Context: an optimization exercise on an open-source flow, tuned for a short achievable clock period and few clock cycles. The choices shown serve that exercise and are no tape-out recipe. Function was checked by simulation only, so behaviour that the tests miss may differ from the original. Power and IR drop assume default switching activity.

==> juniper: inputs <==
==> flow/design.v (excerpt) <==
module hart #(
    parameter RESET_ADDR = 32'h00000000
) (
    input  wire        i_clk,
    input  wire        i_rst,
    output wire [31:0] o_imem_raddr,
    input  wire [31:0] i_imem_rdata,
    output wire [31:0] o_dmem_addr,
    output wire        o_dmem_ren,
    output wire        o_dmem_wen,
    output wire [31:0] o_dmem_wdata,
    output wire [ 3:0] o_dmem_mask,
    input  wire [31:0] i_dmem_rdata,
    output wire        o_retire_valid,
    output wire [31:0] o_retire_inst,
    output wire        o_retire_trap,
    output wire        o_retire_halt,
    output wire [ 4:0] o_retire_rs1_raddr,
    output wire [ 4:0] o_retire_rs2_raddr,
    output wire [31:0] o_retire_rs1_rdata,
    output wire [31:0] o_retire_rs2_rdata,
    output wire [ 4:0] o_retire_rd_waddr,
    output wire [31:0] o_retire_rd_wdata,
    output wire [31:0] o_retire_dmem_addr,
    output wire [ 3:0] o_retire_dmem_mask,
    output wire        o_retire_dmem_ren,
    output wire        o_retire_dmem_wen,
    output wire [31:0] o_retire_dmem_rdata,
    output wire [31:0] o_retire_dmem_wdata,
    output wire [31:0] o_retire_pc,
    output wire [31:0] o_retire_next_pc
);
Settings: LEC_CHECK=0, ABC_CLOCK_PERIOD_IN_PS=2500, CAP_MARGIN=20, CORE_MARGIN=2, CORE_UTILIZATION=35, PLACE_DENSITY=0.45, SLEW_MARGIN=20; clock period 10.0 ns.
standard.sh (not shown) runs the stock make flow with config.mk's settings and CLKGATE_MAP_FILE= SYNTH_SCRIPT=/design/flow/synth_recipe.tcl, a recipe that flattens the netlist after the stock synthesis.
==> flow/flow/run.sh <==
#!/bin/bash
# The standard layout, with timing repair aimed below the clock period: the
# clock, its period and the constraints are the standard flow's; only the repair margin
# differs from the standard flow.
set -uo pipefail
export SETUP_SLACK_MARGIN=7
bash standard.sh > standard.log 2>&1
==> inputs of amber, as changes to juniper <==
--- a/flow/design.v
+++ b/flow/design.v
@@ -41,27 +41,29 @@
   reg [31:0] e_pc;
   reg [31:0] e_pc4;
   reg        e_pred;
   reg [31:0] e_opa, e_opb, e_ops;
   reg        e_am, e_bm, e_sm;   
-  reg [31:0] e_opbx;             
   reg        e_pp, e_mp, e_pm, e_mm;   
   reg        e_spp, e_smp, e_spma, e_spms, e_smma;   
-  reg        e_rpp, e_rmp, e_rpma, e_rpms, e_rmma;   
+  reg        e_rppa, e_rpps, e_rmpa, e_rmps, e_rpma, e_rpms, e_rmma;   
   reg [31:0] e_brimm;        
   reg        e_tgt_ok;       
   reg [31:0] e_passval;  
   reg        e_pass;
-  reg        e_sub, e_arith, e_ltu;
+  reg        e_arith, e_ltu;
   reg        e_sel_add, e_sel_sll, e_sel_slt, e_sel_xor, e_sel_sr, e_sel_or, e_sel_and;   
   reg        e_j_add, e_j_sll, e_j_slt, e_j_xor, e_j_sr, e_j_or, e_j_and;   
   reg        e_br_eq, e_br_ne, e_br_lt, e_br_ge, e_jal, e_jalr, e_br;
   reg        e_ld, e_st;
   reg [4:0]  e_rdw;      
   reg        e_isld;
   reg        m_valid;
-  reg [31:0] m_inst, m_pc, m_npc, m_res;
+  reg [31:0] m_inst, m_pc, m_res;
+  reg        m_taken;            
+  reg        m_jr;               
+  reg [31:0] m_tgt, m_pc4;
   reg [4:0]  m_rdw;
   reg        m_ld, m_st;
   reg [31:0] m_addr, m_wdata;
   reg [3:0]  m_mask;
   reg        m_uns;
@@ -128,10 +130,11 @@
   wire [31:0] imm_j = {{12{inst[31]}}, inst[19:12], inst[20], inst[30:21], 1'b0};
   wire [31:0] d_imm = is_st ? imm_s : is_auipc ? imm_u : imm_i;
   wire b_imm = is_i | is_ld | is_st | is_auipc | is_jalr;
   wire f3op  = is_r | is_i | is_jalr;
   wire d_sel_add = ~(is_lui | is_jal | is_jalr) & (~f3op | (f3 == 3'b000));
+  wire       ev = e_valid & ~m_jr;
   wire [4:0] e_rdq = e_valid ? e_rdw : 5'd0;
   wire [4:0] m_rdq = m_valid ? m_rdw : 5'd0;
   wire [4:0] w_rdq = w_valid ? w_rdw : 5'd0;
   wire [4:0] e_ldq = (e_valid & e_isld) ? e_rdw : 5'd0;
   wire [4:0] m_ldq = (m_valid & m_ld) ? m_rdw : 5'd0;
@@ -148,24 +151,28 @@
   wire b_w = (rs2 != 5'd0) & (rs2 == m_rdq) & ~b_m;
   wire b_r = (rs2 != 5'd0) & (rs2 == w_rdq) & ~b_m & ~b_w;
   wire [31:0] w_wb;
   wire [31:0] rf1 = rf[rs1];
   wire [31:0] rf2 = rf[rs2];
-  wire [31:0] d_opa = is_auipc ? d_pc : a_w ? m_res : a_r ? w_wb : rf1;
-  wire [31:0] d_opb = b_imm ? d_imm : b_w ? m_res : b_r ? w_wb : rf2;
-  wire [31:0] d_ops = b_w ? m_res : b_r ? w_wb : rf2;
+  wire [31:0] d_opa_o = is_auipc ? d_pc : a_w ? m_res : w_wb;
+  wire [31:0] d_opb_o = b_imm ? d_imm : b_w ? m_res : w_wb;
+  wire [31:0] d_ops_o = b_w ? m_res : w_wb;
+  wire [31:0] d_opa = (~is_auipc & ~a_w & ~a_r) ? rf1 : d_opa_o;
+  wire [31:0] d_opb = (~b_imm & ~b_w & ~b_r) ? rf2 : d_opb_o;
+  wire [31:0] d_ops = (~b_w & ~b_r) ? rf2 : d_ops_o;
   wire [31:0] ea = e_am ? m_res : e_opa;
   wire [31:0] eb = e_bm ? m_res : e_opb;
   wire [31:0] es = e_sm ? m_res : e_ops;
-  wire [31:0] sum_pp  = e_opa + e_opbx + {31'd0, e_sub};
-  wire [31:0] sum_mp  = m_res + e_opbx + {31'd0, e_sub};
+  wire [31:0] sum_ppa = e_opa + e_opb;
+  wire [31:0] sum_pps = e_opa - e_opb;
+  wire [31:0] sum_mpa = m_res + e_opb;
+  wire [31:0] sum_mps = m_res - e_opb;
   wire [31:0] sum_pma = e_opa + m_res;
   wire [31:0] sum_pms = e_opa - m_res;
   wire [31:0] sum_mma = {m_res[30:0], 1'b0};
-  wire [31:0] sum = ({32{e_spp}} & sum_pp) | ({32{e_smp}} & sum_mp) |
-                    ({32{e_spma}} & sum_pma) | ({32{e_spms}} & sum_pms) |
-                    ({32{e_smma}} & sum_mma);
+  wire [31:0] sum = ({32{e_spp}} & sum_ppa) | ({32{e_smp}} & sum_mpa) |
+                    ({32{e_spma}} & sum_pma) | ({32{e_smma}} & sum_mma);
   wire        eq_pp = (e_opa == e_opb);
   wire        eq_mp = (m_res == e_opb);
   wire        eq_pm = (e_opa == m_res);
   wire [31:0] ca = {e_opa[31] ^ ~e_ltu, e_opa[30:0]};
   wire [31:0] cb = {e_opb[31] ^ ~e_ltu, e_opb[30:0]};
@@ -179,11 +186,12 @@
   wire signed [32:0] sr  = sr_in >>> eb[4:0];
   wire [31:0] res_other = ({32{e_sel_sll}} & sll) |
                       ({32{e_sel_slt}} & {31'd0, lt}) | ({32{e_sel_xor}} & (ea ^ eb)) |
                       ({32{e_sel_sr}} & sr[31:0]) | ({32{e_sel_or}} & (ea | eb)) |
                       ({32{e_sel_and}} & (ea & eb)) | ({32{e_pass}} & e_passval);
-  wire [31:0] e_res = ({32{e_rpp}} & sum_pp) | ({32{e_rmp}} & sum_mp) |
+  wire [31:0] e_res = ({32{e_rppa}} & sum_ppa) | ({32{e_rpps}} & sum_pps) |
+                      ({32{e_rmpa}} & sum_mpa) | ({32{e_rmps}} & sum_mps) |
                       ({32{e_rpma}} & sum_pma) | ({32{e_rpms}} & sum_pms) |
                       ({32{e_rmma}} & sum_mma) | res_other;
   wire [31:0] e_pcimm = e_pc + e_brimm;
   wire [31:0] tgt_other = ({32{e_j_sll}} & sll) |
                       ({32{e_j_slt}} & {31'd0, lt}) | ({32{e_j_xor}} & (ea ^ eb)) |
@@ -194,13 +202,18 @@
   wire tk_pp = jmp | (e_br_eq & eq_pp) | (e_br_ne & ~eq_pp) | (e_br_lt & lt_pp) | (e_br_ge & ~lt_pp);
   wire tk_mp = jmp | (e_br_eq & eq_mp) | (e_br_ne & ~eq_mp) | (e_br_lt & lt_mp) | (e_br_ge & ~lt_mp);
   wire tk_pm = jmp | (e_br_eq & eq_pm) | (e_br_ne & ~eq_pm) | (e_br_lt & lt_pm) | (e_br_ge & ~lt_pm);
   wire tk_mm = jmp | e_br_eq | e_br_ge;
   wire taken = (e_pp & tk_pp) | (e_mp & tk_mp) | (e_pm & tk_pm) | (e_mm & tk_mm);
-  wire [31:0] e_npc = taken ? tgt : e_pc4;
   wire pred_ok = e_pred ? (taken & e_tgt_ok) : ~taken;
-  wire redirect = e_valid & ~pred_ok;
+  wire redirect = ev & ~e_jalr & ~pred_ok;
+  wire [31:0] pc_seq  = d_stall ? d_pc : f_hit ? {pc[31:12], f_tgt} : pc + 32'd4;
+  wire        rd_t    = ev & ~e_jalr & ~(e_pred & e_tgt_ok);   
+  wire        rd_n    = ev & ~e_jalr & e_pred;                 
+  wire [31:0] pc_if_t = rd_t ? e_pcimm : pc_seq;
+  wire [31:0] pc_if_n = rd_n ? e_pc4 : pc_seq;
+  wire [31:0] pc_next = m_jr ? m_tgt : taken ? pc_if_t : pc_if_n;
   wire [1:0] lsb = sum[1:0];
   wire [2:0] ef3 = e_inst[14:12];
   wire [3:0] e_mask = (ef3[1:0] == 2'b00) ? (4'b0001 << lsb) :
                       (ef3[1:0] == 2'b01) ? (lsb[1] ? 4'b1100 : 4'b0011) : 4'b1111;
   wire [31:0] e_mdata = (ef3[1:0] == 2'b00) ? {4{es[7:0]}} :
@@ -214,57 +227,47 @@
   wire [4:0] w_rs1 = w_inst[19:15];
   wire [4:0] w_rs2 = w_inst[24:20];
   assign w_wb = w_ld ? ld_ext : w_res;
   integer i;
   always @(posedge i_clk) begin
-    if (i_rst) begin
-      pc      <= RESET_ADDR;
-      d_valid <= 1'b0;
-    end else if (redirect) begin
-      pc      <= e_npc;
-      d_valid <= 1'b0;
-    end else if (d_stall) begin
-      pc      <= d_pc;
-      d_valid <= 1'b0;
-    end else begin
-      pc      <= f_hit ? {pc[31:12], f_tgt} : pc + 32'd4;
-      d_valid <= 1'b1;
-    end
+    if (i_rst) pc <= RESET_ADDR;
+    else       pc <= pc_next;
+    d_valid <= ~i_rst & ~redirect & ~d_stall & ~m_jr;
     d_pc       <= pc;
     d_pred     <= f_hit;
     d_pred_tgt <= {pc[31:12], f_tgt};
-    e_valid    <= ~i_rst & d_valid & ~d_stall & ~redirect;
+    e_valid    <= ~i_rst & d_valid & ~d_stall & ~redirect & ~m_jr;
     e_inst     <= inst;
     e_pc       <= d_pc;
     e_pc4      <= d_pc + 32'd4;
     e_pred     <= d_pred;
     e_tgt_ok   <= d_tgt_ok;
     e_opa      <= d_opa;
     e_opb      <= d_opb;
     e_ops      <= d_ops;
     e_am       <= ~is_auipc & a_m;
     e_bm       <= ~b_imm & b_m;
-    e_opbx     <= (is_r & inst[30]) ? ~d_opb : d_opb;
     e_pp       <= ~(~is_auipc & a_m) & ~(~b_imm & b_m);
     e_mp       <=  (~is_auipc & a_m) & ~(~b_imm & b_m);
     e_pm       <= ~(~is_auipc & a_m) &  (~b_imm & b_m);
     e_mm       <=  (~is_auipc & a_m) &  (~b_imm & b_m);
     e_spp      <= ~(~is_auipc & a_m) & ~(~b_imm & b_m);
     e_smp      <=  (~is_auipc & a_m) & ~(~b_imm & b_m);
     e_spma     <= ~(~is_auipc & a_m) &  (~b_imm & b_m) & ~(is_r & inst[30]);
     e_spms     <= ~(~is_auipc & a_m) &  (~b_imm & b_m) &  (is_r & inst[30]);
     e_smma     <=  (~is_auipc & a_m) &  (~b_imm & b_m) & ~(is_r & inst[30]);
-    e_rpp      <= d_sel_add & ~(~is_auipc & a_m) & ~(~b_imm & b_m);
-    e_rmp      <= d_sel_add &  (~is_auipc & a_m) & ~(~b_imm & b_m);
+    e_rppa     <= d_sel_add & ~(~is_auipc & a_m) & ~(~b_imm & b_m) & ~(is_r & inst[30]);
+    e_rpps     <= d_sel_add & ~(~is_auipc & a_m) & ~(~b_imm & b_m) &  (is_r & inst[30]);
+    e_rmpa     <= d_sel_add &  (~is_auipc & a_m) & ~(~b_imm & b_m) & ~(is_r & inst[30]);
+    e_rmps     <= d_sel_add &  (~is_auipc & a_m) & ~(~b_imm & b_m) &  (is_r & inst[30]);
     e_rpma     <= d_sel_add & ~(~is_auipc & a_m) &  (~b_imm & b_m) & ~(is_r & inst[30]);
     e_rpms     <= d_sel_add & ~(~is_auipc & a_m) &  (~b_imm & b_m) &  (is_r & inst[30]);
     e_rmma     <= d_sel_add &  (~is_auipc & a_m) &  (~b_imm & b_m) & ~(is_r & inst[30]);
     e_sm       <= b_m;
     e_brimm    <= is_jal ? imm_j : imm_b;
     e_passval  <= is_lui ? imm_u : d_pc + 32'd4;
     e_pass     <= is_lui | is_jal | is_jalr;
-    e_sub      <= is_r & inst[30];
     e_arith    <= inst[30];
     e_ltu      <= is_br ? f3[1] : f3[0];
     e_sel_add  <= d_sel_add;
     e_sel_sll  <= (is_r | is_i) & (f3 == 3'b001);
     e_sel_slt  <= (is_r | is_i) & (f3[2:1] == 2'b01);
@@ -288,26 +291,29 @@
     e_jalr     <= is_jalr;
     e_ld       <= is_ld;
     e_st       <= is_st;
     e_isld     <= is_ld;
     e_rdw      <= d_rdw;
-    m_valid <= ~i_rst & e_valid;
+    m_valid <= ~i_rst & ev;
+    m_jr    <= ~i_rst & ev & e_jalr;
     m_inst  <= e_inst;
     m_pc    <= e_pc;
-    m_npc   <= e_npc;
+    m_taken <= taken;
+    m_tgt   <= tgt;
+    m_pc4   <= e_pc4;
     m_res   <= e_res;
     m_rdw   <= e_rdw;
-    m_ld    <= ~i_rst & e_valid & e_ld;
-    m_st    <= ~i_rst & e_valid & e_st;
+    m_ld    <= ~i_rst & ev & e_ld;
+    m_st    <= ~i_rst & ev & e_st;
     m_addr  <= {sum[31:2], 2'b00};
     m_mask  <= (e_ld | e_st) ? e_mask : 4'b1111;
     m_wdata <= e_mdata;
     m_uns   <= ef3[2];
     w_valid <= ~i_rst & m_valid;
     w_inst  <= m_inst;
     w_pc    <= m_pc;
-    w_npc   <= m_npc;
+    w_npc   <= m_taken ? m_tgt : m_pc4;
     w_res   <= m_res;
     w_rdw   <= m_rdw;
     w_ld    <= m_ld;
     w_st    <= m_st;
     w_addr  <= m_addr;
@@ -332,13 +338,13 @@
     if (i_rst) begin
       for (i = 0; i < 32; i = i + 1) rf[i] <= 32'd0;
     end else if (w_valid && (w_rdw != 5'd0)) begin
       rf[w_rdw] <= w_wb;
     end
-    bw_en   <= ~i_rst & e_valid & (e_br | e_jal | e_pred);
+    bw_en   <= ~i_rst & ev & (e_br | e_jal | e_pred);
     bw_v    <= (e_br | e_jal) & taken;
-    bw_data <= e_valid & (e_br | e_jal);
+    bw_data <= ev & (e_br | e_jal);
     bw_idx  <= e_pc[6:2];
     bw_tag  <= {e_pc[11:7], e_pc[1:0]};
     bw_tgt  <= e_pcimm[11:0];
     if (i_rst) begin
       btb_v <= 32'd0;
--- a/flow/config.mk
+++ b/flow/config.mk
@@ -6,8 +6,8 @@
 export NUM_CORES = 4
 export LEC_CHECK = 0
 export ABC_CLOCK_PERIOD_IN_PS = 2500
 export CAP_MARGIN = 20
 export CORE_MARGIN = 2
-export CORE_UTILIZATION = 35
-export PLACE_DENSITY = 0.45
+export CORE_UTILIZATION = 40
+export PLACE_DENSITY = 0.5
 export SLEW_MARGIN = 20
==> comparison <==
Against amber, the via count of juniper is smaller by about 4.5%.
Against juniper, the first-iteration DRC count of amber is higher by about 15%.
In sequential cell count, amber and juniper do not differ.
Of amber and juniper, amber has the higher area after synthesis (gap 1.7%, measured against juniper).
In non-clock buffer count, amber and juniper do not differ.
Critical path depth is the same in amber and juniper.
Clock power is about the same in juniper and amber.
Routed wire length: amber is larger than juniper (about 0.9%).
Maximum frequency: juniper is smaller than amber (about 1.2%).
==> figures <==
quantity                                                                    amber         juniper
Result of the run                                                  finished clean  finished clean
Logic pwr share                                                             40.8%           38.9%
Area taken by multi-input logic gates                                 81,400 um^2     78,400 um^2
Capture point of the worst reg-to-reg path                                 pc[21]          pc[26]
Non-filler cells in the finished layout                                    18,300          18,400
Number of antenna violations at the first check in global routing              84              83
Final critical-path required period                                       4.06 ns         4.11 ns
Global-route total usage across every layer                                 43.4%           38.8%
Post-DR wirelength/cell                                                   45.6 um         44.8 um
Area share of and/or/nand/nor cells after synthesis                         9.53%           8.69%
Standard-cell row count                                                       220             233
Fraction of area in non-clock buffers                                       14.5%           14.3%
Grt met3 use                                                                17.4%           13.8%
FF-to-FF path depth                                                            16              13
Met1 routing resource usage after global routing                            53.5%           48.2%
Height of the die                                                          605 um          641 um
Worst-skew pair later-pin latency                                         0.96 ns         1.00 ns
Sequential cell area                                                  71,800 um^2     71,700 um^2
Skew final                                                              0.0563 ns       0.0703 ns
Share of the synthesized netlist area taken by xor and xnor gates           2.91%           2.93%
Testbench counts of juniper, summed over its fixed seeds: cycles 62,966.
Testbench counts of amber, summed over its fixed seeds: cycles 63,212.

afterwards: timing with drivers on the ports:
Ports are ideal in the flow. The routed layouts listed here were re-timed in OpenROAD. Step 1 assumes that a clkbuf_16 drives the clock port and a buf_2 every other input. Step 2, shift: input delay + t, output delay - t, t = (earliest + latest rising clock arrival at the registers) / 2. This alone moves slack from input paths to output paths. a / b / c = no drivers / after step 1 / after step 2; a / b = the first two.
| run | t, ns | slack for setup (ns) | worst register clock-pin slew, ns | worst data-port slew with drivers (ns) | pins driven straight from the clock port |
|---|---|---|---|---|---|
| juniper | 1.087 | 5.895 / 5.468 / 4.381 | 0.07 / 0.07 | 0.81 | 1 |
| amber | 1.050 | 5.942 / 5.595 / 4.545 | 0.07 / 0.07 | 0.62 | 1 |
After both steps every run listed still meets setup and hold. For juniper, which loses most, drivers alone change the setup slack by -0.427 ns; drivers and shift together by -1.514 ns.
